Context: an optimization exercise on an open-source flow, tuned for small area. The choices shown serve that exercise and are no tape-out recipe.
Where RTL was checked, it was by simulation tests only, not by an equivalence proof against the original.
No activity file was given, so power comes from the tool's default toggle rates.

==> ember <==
Design dualcore, start of the top module:
module dualcore(
    input clk,
    input reset,
    input  [24-1:0]  ins_code1_proc1,
    input  [24-1:0]  ins_code2_proc2,
    output [8-1:0]   pc_proc1_code1,
    output [8-1:0]   pc_proc2_code2,
    output [16-1:0] dataOut1,
    output [16-1:0] dataOut2
);
wire[2-1:0] rw_P1_C1,rw_P2_C2;
wire                  en_C1_P1,en_C2_P2;
wire [16-1:0] addr_P1_C1,addr_P2_C2;
wire [16-1:0] data_P1_C1,data_P2_C2;
wire [16-1:0] data_C1_P1,data_C2_P2;
wire[16-1:0]data_M_C1,data_M_C2;
wire en_M_C1,en_M_C2;
wire[2-1:0]rw_C1_M,rw_C2_M;
wire[16-1:0] addr_C1_M,addr_C2_M;
wire[16-1:0] data_C1_M,data_C2_M;
wire msg_C2_C1,msg_C1_C2;
wire allowRead_C2_C1,allowRead_C1_C2;
wire [16-1:0] allowReadAddr_C1_C2,allowReadAddr_C2_C1;
wire[16-1:0] tag_C1,tag_C2;
wire bcTag_C1,bcTag_C2;
wire tagsEqual = (tag_C1 == tag_C2);
wire rm_C2_C1,rm_C1_C2,wm_C2_C1,wm_C1_C2;
processor P1(
    .clk(clk), .reset(reset),
    .instruction(ins_code1_proc1), .data(dataOut1), .pcCounter(pc_proc1_code1),
    .rwToMem(rw_P1_C1), .addrToMem(addr_P1_C1), .dataToMem(data_P1_C1),
    .cacheEn(en_C1_P1), .dataFromMem(data_C1_P1)
);
processor P2(
    .clk(clk), .reset(reset),
    .instruction(ins_code2_proc2), .data(dataOut2), .pcCounter(pc_proc2_code2),
    .rwToMem(rw_P2_C2), .addrToMem(addr_P2_C2), .dataToMem(data_P2_C2),
    .cacheEn(en_C2_P2), .dataFromMem(data_C2_P2)
);
cache C1(
    .clk(clk), .reset(reset),
    .rwFromCPU(rw_P1_C1), .addrFromCPU(addr_P1_C1), .dataFromCPU(data_P1_C1),
    .cacheEnToCPU(en_C1_P1), .dataToCPU(data_C1_P1),
    .dataFromMem(data_M_C1), .memEn(en_M_C1), .rwToMem(rw_C1_M),
    .addrToMem(addr_C1_M), .dataToMem(data_C1_M),
    .havMsgFromCache(msg_C2_C1), .allowReadFromCache(allowRead_C2_C1),
  ...
==> flow/config.mk <==
export PLATFORM = sky130hd
export DESIGN_NAME = dualcore
export DESIGN_NICKNAME = dualcore
export VERILOG_FILES = /design/flow/design.v
export SDC_FILE = /design/flow/constraint.sdc
export NUM_CORES = 8
export LEC_CHECK = 0
export CAP_MARGIN = 0
export CORE_MARGIN = 2
export CORE_UTILIZATION = 70
export CTS_BUF_LIST = sky130_fd_sc_hd__clkbuf_16
export CTS_CLUSTER_DIAMETER = 60
export CTS_CLUSTER_SIZE = 25
export SLEW_MARGIN = 0
==> flow/constraint.sdc <==
create_clock -name core_clock -period 10.0 [get_ports {clk}]
set_input_delay 2.0000 -clock core_clock [delete_from_list [all_inputs] [get_ports {clk}]]
set_output_delay 2.0000 -clock core_clock [all_outputs]
set_load 0.01 [all_outputs]
standard.sh (not shown) runs the stock make flow with config.mk's settings and CLKGATE_MAP_FILE= SYNTH_SCRIPT=/design/flow/synth_recipe.tcl, a recipe that flattens the netlist after the stock synthesis.
==> flow/flow/run.sh <==
#!/bin/bash
# Own layout flow: the standard ORFS flow (standard.sh), with two changes:
#  - synthesis maps logic with an area-oriented ABC script (abc_area.script
#    here, which runs ABC's &deepsyn for five minutes) instead of ORFS's
#    delay-driven one; everything else in synthesis,
#    including flip-flop mapping, is the standard synthesis script
#    (synth_recipe.tcl), which synth.tcl here sources;
#  - the input and output port buffers are the smallest buffer cell.
# Each tool's output is in the ORFS logs under orfs/logs; make's own output
# goes to make.log in this folder.
set -euo pipefail
WORK=$(pwd)
export OWN_ABC_SCRIPT="$WORK/flow/abc_area.script"
export FLOW_SYNTH_TCL="$WORK/synth_recipe.tcl"
sed -e "s#SYNTH_SCRIPT=[^ ]*#SYNTH_SCRIPT=$WORK/flow/synth.tcl#" standard.sh > standard_own.sh
bash standard_own.sh "BUFFER_PORTS_ARGS=-buffer_cell sky130_fd_sc_hd__buf_1" finish > make.log 2>&1
==> flow/flow/abc_area.script <==
strash
ifraig
scorr
dc2
strash
&get -n
&deepsyn -T 300
&dch -f
&nf -R 1000
&put
topo
==> flow/flow/synth.tcl <==
# The standard synthesis (synth_recipe.tcl), with ABC run on our own
# script: the -script argument that ORFS passes to abc is replaced.
proc abc {args} {
  set i [lsearch -exact $args -script]
  if { $i >= 0 } {
    lset args [expr { $i + 1 }] $::env(OWN_ABC_SCRIPT)
  }
  yosys abc {*}$args
}
source $::env(FLOW_SYNTH_TCL)
==> inputs of maple, as changes to ember <==
--- a/flow/design.v
+++ b/flow/design.v
@@ -20,34 +20,31 @@
 assign pcCounter = counter;
 wire inMem = (state == 2'd2);
 assign rwToMem   = inMem ? {1'b0, op[1]} : 2'd2;
 assign addrToMem = insData;
 assign dataToMem = rdata;
-wire setW = (state == 2'd1) && (op == 4'd3);
-wire ldW  = (state == 2'd2) && cacheEn && !op[1];
-wire [16-1:0] wd = ({16{setW && !reset}} & insData) |
-                           ({16{ldW  && !reset}} & dataFromMem);
-integer k;
-always @(posedge clk)
-    for(k = 0; k < 4; k = k + 1)
-        if(reset || ((setW || ldW) && ri == k))
-            regFile[k] <= wd;
 always @(posedge clk) begin
     if(reset) begin
         data       <= 0;
         counter    <= 0;
         state      <= 2'd0;
+        regFile[0] <= 0;
+        regFile[1] <= 0;
+        regFile[2] <= 0;
+        regFile[3] <= 0;
     end
     else case(state)
         2'd0: state <= 2'd1;
         2'd1: case(op)
-            4'd0, 4'd3: begin counter <= counter + 1'b1; state <= 2'd0; end
+            4'd0: begin counter <= counter + 1'b1; state <= 2'd0; end
+            4'd3: begin regFile[ri] <= insData; counter <= counter + 1'b1; state <= 2'd0; end
             4'd4: begin data <= rdata; counter <= counter + 1'b1; state <= 2'd0; end
             4'd1, 4'd2: state <= 2'd2;
             default: state <= 2'd3;
         endcase
         2'd2: if(cacheEn) begin
+            if(!op[1]) regFile[ri] <= dataFromMem;
             counter <= counter + 1'b1;
             state   <= 2'd0;
         end
         default: ;
     endcase
@@ -64,39 +61,36 @@
     input                 havMsgFromCache,
     input                 allowReadFromCache,
     input                 rmFromCache,
     input                 wmFromCache,
     input[16-1:0] allowReadFromCacheAddr,
-    input                 bcTagFromCache,
-    input                 tagsEqual,
     input[16-1:0] addrFromCache,
     output reg                    cacheEnToCPU,
     output [16-1:0]    dataToCPU,
     output [2-1:0] rwToMem,
     output [16-1:0]    addrToMem,
     output [16-1:0]    dataToMem,
     output reg havMsgToCache,
     output reg allowReadToCache,
     output reg[16-1:0] allowReadToCacheAddr,
-    output [16-1:0] tag,
-    output reg bcTag,
+    output [16-1:0] addrToCache,
     output reg rmToCache,
     output reg wmToCache
 );
 reg [4-1:0] state;
 reg [16-1:0]  addr;
-assign tag = addr;
 reg [16-1:0]  cacheLine;
 reg stall;
+reg bcTag;    
 wire isInvalid = (state == 4'hb) || (state == 4'hc) || (state == 4'hd);
 wire idel      = (rwFromCPU == 2'd2);
 wire match     = (addrFromCPU == addr);
 wire rm        = (rwFromCPU == 2'd0  ) && (isInvalid  || !match);
 wire rh        = (rwFromCPU == 2'd0  ) && (!isInvalid && match);
 wire wm        = (rwFromCPU == 2'd1  ) && (isInvalid  || !match);
 wire wh        = (rwFromCPU == 2'd1  ) && (!isInvalid && match);
-wire snoop     = havMsgFromCache && (bcTagFromCache ? tagsEqual : addrFromCache == addr);
+wire snoop     = havMsgFromCache && (addrFromCache == addr);
 wire snoopRm   = snoop && rmFromCache;
 wire snoopWm   = snoop && wmFromCache;
 wire okOther   = allowReadFromCache || allowReadFromCacheAddr != addrFromCPU;
 wire okOwn     = allowReadFromCache || allowReadToCacheAddr   != addrFromCPU;
 wire isWB = (state == 4'h2) || (state == 4'h3) ||
@@ -105,10 +99,11 @@
             (state == 4'ha) || (state == 4'hc) || (state == 4'hd);
 assign rwToMem     = isWB ? 2'd1 : isRD ? 2'd0 : 2'd2;
 assign addrToMem   = isWB ? addr : addrFromCPU;
 assign dataToMem   = cacheLine;
 assign dataToCPU   = cacheLine;
+assign addrToCache = bcTag ? addr : addrFromCPU;
 always @(posedge clk) begin
     if(reset) begin
         cacheEnToCPU         <= 0;
         havMsgToCache        <= 0;
         allowReadToCache     <= 1;
@@ -398,54 +393,52 @@
 end
 always @(posedge clk) begin
     if(reset) ph <= 0;
     else      ph <= ph + 1'b1;
 end
-reg zdone;
-always @(posedge clk) begin
-    if(reset)          zdone <= 0;
-    else if(ph == 5'd7) zdone <= 1;
-end
-wire zero = reset || !zdone;
 wire       curB  = idle ? selB : cs;
 wire       curWr = idle ? (rwSel == 2'd1) : isWr;
 wire [4:0] pos   = (idle ? addrSel : maddr) + ph;
 wire       rdWin = !reset && (grant || (phase != 0 && phase != 7)) && !curWr;
 wire       wrWin = !reset && (grant || phase != 0) && curWr;
-wire [16-1:0] wdata = zero ? {16{1'b0}} : curB ? dataFromCacheB : dataFromCacheA;
+wire [16-1:0] wdata = curB ? dataFromCacheB : dataFromCacheA;
 reg [16-1:0] ring [0:31];
+reg [31:0] valid;
 reg [16-1:0] rdata;
 reg hit;
 always @* begin
     hit = 1'b1;
     case(pos)
-        5'd0:  rdata = ring[0];
-        5'd7:  rdata = ring[7];
-        5'd14: rdata = ring[14];
-        5'd21: rdata = ring[21];
-        5'd27: rdata = ring[27];
+        5'd0:  rdata = valid[0]  ? ring[0]  : 0;
+        5'd7:  rdata = valid[7]  ? ring[7]  : 0;
+        5'd14: rdata = valid[14] ? ring[14] : 0;
+        5'd21: rdata = valid[21] ? ring[21] : 0;
+        5'd27: rdata = valid[27] ? ring[27] : 0;
         default: begin hit = 1'b0; rdata = {16{1'bx}}; end
     endcase
 end
 genvar p;
 generate for(p = 0; p < 32; p = p + 1) begin : g_ring
     localparam integer PREV = (p + 31) % 32;
     if(p % 8 == 0) begin : g_tap
-        wire ins = zero || (wrWin && (pos == PREV));
-        always @(posedge clk)
-            ring[p] <= ins ? wdata : ring[PREV];
+        wire ins = wrWin && (pos == PREV);
+        always @(posedge clk) begin
+            ring[p]  <= ins ? wdata : ring[PREV];
+            valid[p] <= !reset && (ins || valid[PREV]);
+        end
     end
     else begin : g_pass
-        always @(posedge clk)
-            ring[p] <= ring[PREV];
+        always @(posedge clk) begin
+            ring[p]  <= ring[PREV];
+            valid[p] <= !reset && valid[PREV];
+        end
     end
 end endgenerate
-wire [16-1:0] rword = zero ? {16{1'b0}} : rdata;
 always @(posedge clk) begin
     if(rdWin && hit) begin
-        if(curB) dataToCacheB <= rword;
-        else     dataToCacheA <= rword;
+        if(curB) dataToCacheB <= rdata;
+        else     dataToCacheA <= rdata;
     end
 end
 endmodule
 module dualcore(
     input clk,
@@ -468,13 +461,11 @@
 wire[16-1:0] addr_C1_M,addr_C2_M;
 wire[16-1:0] data_C1_M,data_C2_M;
 wire msg_C2_C1,msg_C1_C2;
 wire allowRead_C2_C1,allowRead_C1_C2;
 wire [16-1:0] allowReadAddr_C1_C2,allowReadAddr_C2_C1;
-wire[16-1:0] tag_C1,tag_C2;
-wire bcTag_C1,bcTag_C2;
-wire tagsEqual = (tag_C1 == tag_C2);
+wire[16-1:0] addr_C2_C1,addr_C1_C2;
 wire rm_C2_C1,rm_C1_C2,wm_C2_C1,wm_C1_C2;
 processor P1(
     .clk(clk), .reset(reset),
     .instruction(ins_code1_proc1), .data(dataOut1), .pcCounter(pc_proc1_code1),
     .rwToMem(rw_P1_C1), .addrToMem(addr_P1_C1), .dataToMem(data_P1_C1),
@@ -491,29 +482,27 @@
     .rwFromCPU(rw_P1_C1), .addrFromCPU(addr_P1_C1), .dataFromCPU(data_P1_C1),
     .cacheEnToCPU(en_C1_P1), .dataToCPU(data_C1_P1),
     .dataFromMem(data_M_C1), .memEn(en_M_C1), .rwToMem(rw_C1_M),
     .addrToMem(addr_C1_M), .dataToMem(data_C1_M),
     .havMsgFromCache(msg_C2_C1), .allowReadFromCache(allowRead_C2_C1),
-    .allowReadFromCacheAddr(allowReadAddr_C2_C1), .addrFromCache(addr_P2_C2),
-    .bcTagFromCache(bcTag_C2), .tagsEqual(tagsEqual),
+    .allowReadFromCacheAddr(allowReadAddr_C2_C1), .addrFromCache(addr_C2_C1),
     .rmFromCache(rm_C2_C1), .wmFromCache(wm_C2_C1),
     .havMsgToCache(msg_C1_C2), .allowReadToCache(allowRead_C1_C2),
-    .allowReadToCacheAddr(allowReadAddr_C1_C2), .tag(tag_C1), .bcTag(bcTag_C1),
+    .allowReadToCacheAddr(allowReadAddr_C1_C2), .addrToCache(addr_C1_C2),
     .rmToCache(rm_C1_C2), .wmToCache(wm_C1_C2)
 );
 cache C2(
     .clk(clk), .reset(reset),
     .rwFromCPU(rw_P2_C2), .addrFromCPU(addr_P2_C2), .dataFromCPU(data_P2_C2),
     .cacheEnToCPU(en_C2_P2), .dataToCPU(data_C2_P2),
     .dataFromMem(data_M_C2), .memEn(en_M_C2), .rwToMem(rw_C2_M),
     .addrToMem(addr_C2_M), .dataToMem(data_C2_M),
     .havMsgFromCache(msg_C1_C2), .allowReadFromCache(allowRead_C1_C2),
-    .allowReadFromCacheAddr(allowReadAddr_C1_C2), .addrFromCache(addr_P1_C1),
-    .bcTagFromCache(bcTag_C1), .tagsEqual(tagsEqual),
+    .allowReadFromCacheAddr(allowReadAddr_C1_C2), .addrFromCache(addr_C1_C2),
     .rmFromCache(rm_C1_C2), .wmFromCache(wm_C1_C2),
     .havMsgToCache(msg_C2_C1), .allowReadToCache(allowRead_C2_C1),
-    .allowReadToCacheAddr(allowReadAddr_C2_C1), .tag(tag_C2), .bcTag(bcTag_C2),
+    .allowReadToCacheAddr(allowReadAddr_C2_C1), .addrToCache(addr_C2_C1),
     .rmToCache(rm_C2_C1), .wmToCache(wm_C2_C1)
 );
 memBus mb(
     .clk(clk), .reset(reset),
     .rwFromCacheA(rw_C1_M), .addrFromCacheA(addr_C1_M), .dataFromCacheA(data_C1_M),
==> flow/run.sh (new file) <==
#!/bin/bash
# synth_recipe.tcl (not shown) runs the flow's synth.tcl, then flattens the netlist and writes it again
# the make line also repeats each setting of config.mk as NAME=value (left out here)
make -C /OpenROAD-flow-scripts/flow DESIGN_CONFIG=/design/flow/config.mk WORK_HOME=/design/flow/orfs CLKGATE_MAP_FILE= SYNTH_SCRIPT=/design/flow/synth_recipe.tcl finish
==> flow/config.mk (replaced) <==
export PLATFORM = sky130hd
export DESIGN_NAME = dualcore
export DESIGN_NICKNAME = dualcore
export VERILOG_FILES = /design/flow/design.v
export SDC_FILE = /design/flow/constraint.sdc
export NUM_CORES = 8
export LEC_CHECK = 0
export CAP_MARGIN = 20
export CORE_MARGIN = 2
export CORE_UTILIZATION = 40
export CTS_BUF_LIST = sky130_fd_sc_hd__clkbuf_16
export CTS_CLUSTER_DIAMETER = 60
export CTS_CLUSTER_SIZE = 25
export SLEW_MARGIN = 20
removed: flow/flow/run.sh
removed: flow/flow/abc_area.script
removed: flow/flow/synth.tcl
removed: flow/standard.sh
==> inputs of raven, as changes to ember <==
--- a/flow/design.v
+++ b/flow/design.v
@@ -64,39 +64,36 @@
     input                 havMsgFromCache,
     input                 allowReadFromCache,
     input                 rmFromCache,
     input                 wmFromCache,
     input[16-1:0] allowReadFromCacheAddr,
-    input                 bcTagFromCache,
-    input                 tagsEqual,
     input[16-1:0] addrFromCache,
     output reg                    cacheEnToCPU,
     output [16-1:0]    dataToCPU,
     output [2-1:0] rwToMem,
     output [16-1:0]    addrToMem,
     output [16-1:0]    dataToMem,
     output reg havMsgToCache,
     output reg allowReadToCache,
     output reg[16-1:0] allowReadToCacheAddr,
-    output [16-1:0] tag,
-    output reg bcTag,
+    output [16-1:0] addrToCache,
     output reg rmToCache,
     output reg wmToCache
 );
 reg [4-1:0] state;
 reg [16-1:0]  addr;
-assign tag = addr;
 reg [16-1:0]  cacheLine;
 reg stall;
+reg bcTag;    
 wire isInvalid = (state == 4'hb) || (state == 4'hc) || (state == 4'hd);
 wire idel      = (rwFromCPU == 2'd2);
 wire match     = (addrFromCPU == addr);
 wire rm        = (rwFromCPU == 2'd0  ) && (isInvalid  || !match);
 wire rh        = (rwFromCPU == 2'd0  ) && (!isInvalid && match);
 wire wm        = (rwFromCPU == 2'd1  ) && (isInvalid  || !match);
 wire wh        = (rwFromCPU == 2'd1  ) && (!isInvalid && match);
-wire snoop     = havMsgFromCache && (bcTagFromCache ? tagsEqual : addrFromCache == addr);
+wire snoop     = havMsgFromCache && (addrFromCache == addr);
 wire snoopRm   = snoop && rmFromCache;
 wire snoopWm   = snoop && wmFromCache;
 wire okOther   = allowReadFromCache || allowReadFromCacheAddr != addrFromCPU;
 wire okOwn     = allowReadFromCache || allowReadToCacheAddr   != addrFromCPU;
 wire isWB = (state == 4'h2) || (state == 4'h3) ||
@@ -105,10 +102,11 @@
             (state == 4'ha) || (state == 4'hc) || (state == 4'hd);
 assign rwToMem     = isWB ? 2'd1 : isRD ? 2'd0 : 2'd2;
 assign addrToMem   = isWB ? addr : addrFromCPU;
 assign dataToMem   = cacheLine;
 assign dataToCPU   = cacheLine;
+assign addrToCache = bcTag ? addr : addrFromCPU;
 always @(posedge clk) begin
     if(reset) begin
         cacheEnToCPU         <= 0;
         havMsgToCache        <= 0;
         allowReadToCache     <= 1;
@@ -398,23 +396,23 @@
 end
 always @(posedge clk) begin
     if(reset) ph <= 0;
     else      ph <= ph + 1'b1;
 end
-reg zdone;
-always @(posedge clk) begin
-    if(reset)          zdone <= 0;
-    else if(ph == 5'd7) zdone <= 1;
-end
-wire zero = reset || !zdone;
 wire       curB  = idle ? selB : cs;
 wire       curWr = idle ? (rwSel == 2'd1) : isWr;
 wire [4:0] pos   = (idle ? addrSel : maddr) + ph;
 wire       rdWin = !reset && (grant || (phase != 0 && phase != 7)) && !curWr;
 wire       wrWin = !reset && (grant || phase != 0) && curWr;
-wire [16-1:0] wdata = zero ? {16{1'b0}} : curB ? dataFromCacheB : dataFromCacheA;
+wire [16-1:0] wdata = curB ? dataFromCacheB : dataFromCacheA;
 reg [16-1:0] ring [0:31];
+reg [2:0] zcnt;
+always @(posedge clk) begin
+    if(reset)              zcnt <= 0;
+    else if(zcnt != 3'd7)  zcnt <= zcnt + 1'b1;
+end
+wire zero = reset || (zcnt != 3'd7);
 reg [16-1:0] rdata;
 reg hit;
 always @* begin
     hit = 1'b1;
     case(pos)
@@ -427,25 +425,24 @@
     endcase
 end
 genvar p;
 generate for(p = 0; p < 32; p = p + 1) begin : g_ring
     localparam integer PREV = (p + 31) % 32;
-    if(p % 8 == 0) begin : g_tap
-        wire ins = zero || (wrWin && (pos == PREV));
+    if((p == 0) || (p == 7) || (p == 14) || (p == 21) || (p == 27)) begin : g_tap
+        wire ins = wrWin && (pos == PREV);
         always @(posedge clk)
-            ring[p] <= ins ? wdata : ring[PREV];
+            ring[p] <= ins ? wdata : zero ? {16{1'b0}} : ring[PREV];
     end
     else begin : g_pass
         always @(posedge clk)
             ring[p] <= ring[PREV];
     end
 end endgenerate
-wire [16-1:0] rword = zero ? {16{1'b0}} : rdata;
 always @(posedge clk) begin
     if(rdWin && hit) begin
-        if(curB) dataToCacheB <= rword;
-        else     dataToCacheA <= rword;
+        if(curB) dataToCacheB <= rdata;
+        else     dataToCacheA <= rdata;
     end
 end
 endmodule
 module dualcore(
     input clk,
@@ -468,13 +465,11 @@
 wire[16-1:0] addr_C1_M,addr_C2_M;
 wire[16-1:0] data_C1_M,data_C2_M;
 wire msg_C2_C1,msg_C1_C2;
 wire allowRead_C2_C1,allowRead_C1_C2;
 wire [16-1:0] allowReadAddr_C1_C2,allowReadAddr_C2_C1;
-wire[16-1:0] tag_C1,tag_C2;
-wire bcTag_C1,bcTag_C2;
-wire tagsEqual = (tag_C1 == tag_C2);
+wire[16-1:0] addr_C2_C1,addr_C1_C2;
 wire rm_C2_C1,rm_C1_C2,wm_C2_C1,wm_C1_C2;
 processor P1(
     .clk(clk), .reset(reset),
     .instruction(ins_code1_proc1), .data(dataOut1), .pcCounter(pc_proc1_code1),
     .rwToMem(rw_P1_C1), .addrToMem(addr_P1_C1), .dataToMem(data_P1_C1),
@@ -491,29 +486,27 @@
     .rwFromCPU(rw_P1_C1), .addrFromCPU(addr_P1_C1), .dataFromCPU(data_P1_C1),
     .cacheEnToCPU(en_C1_P1), .dataToCPU(data_C1_P1),
     .dataFromMem(data_M_C1), .memEn(en_M_C1), .rwToMem(rw_C1_M),
     .addrToMem(addr_C1_M), .dataToMem(data_C1_M),
     .havMsgFromCache(msg_C2_C1), .allowReadFromCache(allowRead_C2_C1),
-    .allowReadFromCacheAddr(allowReadAddr_C2_C1), .addrFromCache(addr_P2_C2),
-    .bcTagFromCache(bcTag_C2), .tagsEqual(tagsEqual),
+    .allowReadFromCacheAddr(allowReadAddr_C2_C1), .addrFromCache(addr_C2_C1),
     .rmFromCache(rm_C2_C1), .wmFromCache(wm_C2_C1),
     .havMsgToCache(msg_C1_C2), .allowReadToCache(allowRead_C1_C2),
-    .allowReadToCacheAddr(allowReadAddr_C1_C2), .tag(tag_C1), .bcTag(bcTag_C1),
+    .allowReadToCacheAddr(allowReadAddr_C1_C2), .addrToCache(addr_C1_C2),
     .rmToCache(rm_C1_C2), .wmToCache(wm_C1_C2)
 );
 cache C2(
     .clk(clk), .reset(reset),
     .rwFromCPU(rw_P2_C2), .addrFromCPU(addr_P2_C2), .dataFromCPU(data_P2_C2),
     .cacheEnToCPU(en_C2_P2), .dataToCPU(data_C2_P2),
     .dataFromMem(data_M_C2), .memEn(en_M_C2), .rwToMem(rw_C2_M),
     .addrToMem(addr_C2_M), .dataToMem(data_C2_M),
     .havMsgFromCache(msg_C1_C2), .allowReadFromCache(allowRead_C1_C2),
-    .allowReadFromCacheAddr(allowReadAddr_C1_C2), .addrFromCache(addr_P1_C1),
-    .bcTagFromCache(bcTag_C1), .tagsEqual(tagsEqual),
+    .allowReadFromCacheAddr(allowReadAddr_C1_C2), .addrFromCache(addr_C1_C2),
     .rmFromCache(rm_C1_C2), .wmFromCache(wm_C1_C2),
     .havMsgToCache(msg_C2_C1), .allowReadToCache(allowRead_C2_C1),
-    .allowReadToCacheAddr(allowReadAddr_C2_C1), .tag(tag_C2), .bcTag(bcTag_C2),
+    .allowReadToCacheAddr(allowReadAddr_C2_C1), .addrToCache(addr_C2_C1),
     .rmToCache(rm_C2_C1), .wmToCache(wm_C2_C1)
 );
 memBus mb(
     .clk(clk), .reset(reset),
     .rwFromCacheA(rw_C1_M), .addrFromCacheA(addr_C1_M), .dataFromCacheA(data_C1_M),
--- a/flow/flow/run.sh
+++ b/flow/flow/run.sh
@@ -1,10 +1,9 @@
 #!/bin/bash
 # Own layout flow: the standard ORFS flow (standard.sh), with two changes:
 #  - synthesis maps logic with an area-oriented ABC script (abc_area.script
-#    here, which runs ABC's &deepsyn for five minutes) instead of ORFS's
-#    delay-driven one; everything else in synthesis,
+#    here) instead of ORFS's delay-driven one; everything else in synthesis,
 #    including flip-flop mapping, is the standard synthesis script
 #    (synth_recipe.tcl), which synth.tcl here sources;
 #  - the input and output port buffers are the smallest buffer cell.
 # Each tool's output is in the ORFS logs under orfs/logs; make's own output
 # goes to make.log in this folder.
==> flow/flow/abc_area.script (replaced) <==
strash
ifraig
scorr
dc2
strash
&get -n
&dch -f
&nf -R 1000
&put
topo
==> flow/config.mk (replaced) <==
export PLATFORM = sky130hd
export DESIGN_NAME = dualcore
export DESIGN_NICKNAME = dualcore
export VERILOG_FILES = /design/flow/design.v
export SDC_FILE = /design/flow/constraint.sdc
export NUM_CORES = 8
export LEC_CHECK = 0
export CAP_MARGIN = 20
export CORE_MARGIN = 2
export CORE_UTILIZATION = 40
export CTS_BUF_LIST = sky130_fd_sc_hd__clkbuf_16
export CTS_CLUSTER_DIAMETER = 60
export CTS_CLUSTER_SIZE = 25
export SLEW_MARGIN = 20
==> impl_results.md <==
- Utilization after layout: approximately 46%
- Final Critical Period: 7.46 ns
- Global-route wire length before repair: 119000 um
- Largest family of logic cells by synthesized area: compound AO/OA/AOI/OAI gates
- Clock group share of total power: 26.5%
- Antenna diodes: 1
- Status: timing/DRC/antenna clean
- Number of placement rows: just under 100
Source of the figures above: raven

==> impl_results.md <==
- Non-clock buffer total of the final layout: approximately 130
- Final Critical Period: 6.46 ns
- Die ar.: 81400 um^2
- Global-route wire length before repair: 124000 um
- Antenna diodes: 4
- Number of placement rows: 103
- Clock group share of total power: 26.6%
- Sequential cells: 891
- Status: timing/DRC/antenna clean
- Largest family of logic cells by synthesized area: simple AND/OR/NAND/NOR gates
Source of the figures above: maple

==> impl_results.md <==
- Status: timing/DRC/antenna clean
- Antenna diodes: 3
- Setup slack, reg-to-reg: 2.03 ns
- Clock group share of total power: between 20 and 30%
- Final Critical Period: 7.97 ns
- Global-route wire length before repair: 122000 um
- Largest family of logic cells by synthesized area: compound AO/OA/AOI/OAI gates
- Utilization after layout: 78.7%
Source of the figures above: ember

Only the layout flow was run in maple and raven; the RTL was not checked for function there.

## re-timing with driven ports
The results above use ideal ports. As a check the final layouts listed here were re-extracted and re-timed, cells and wires unchanged.
Step 1, drivers: a clkbuf_16 drives clk and a buf_2 each remaining input, both assumed.
Step 2 also shifts input and output timing later by t, the mid clock arrival at the registers, as if the neighbouring blocks saw the same clock.
a / b / c = ideal / step 1 / step 2; a / b = the first two.
run	t, ns	setup WS [ns]	latest minus earliest clock arrival (ns)
ember	0.686	2.027 / 2.027 / 2.027	0.060 / 0.060
maple	0.708	3.540 / 3.520 / 2.813	0.052 / 0.053
raven	0.694	2.541 / 2.541 / 2.541	0.068 / 0.068
After both steps setup and hold are still met in every run listed. The setup slack of maple, which loses most, moves by -0.020 ns with the drivers and by -0.727 ns with both steps.
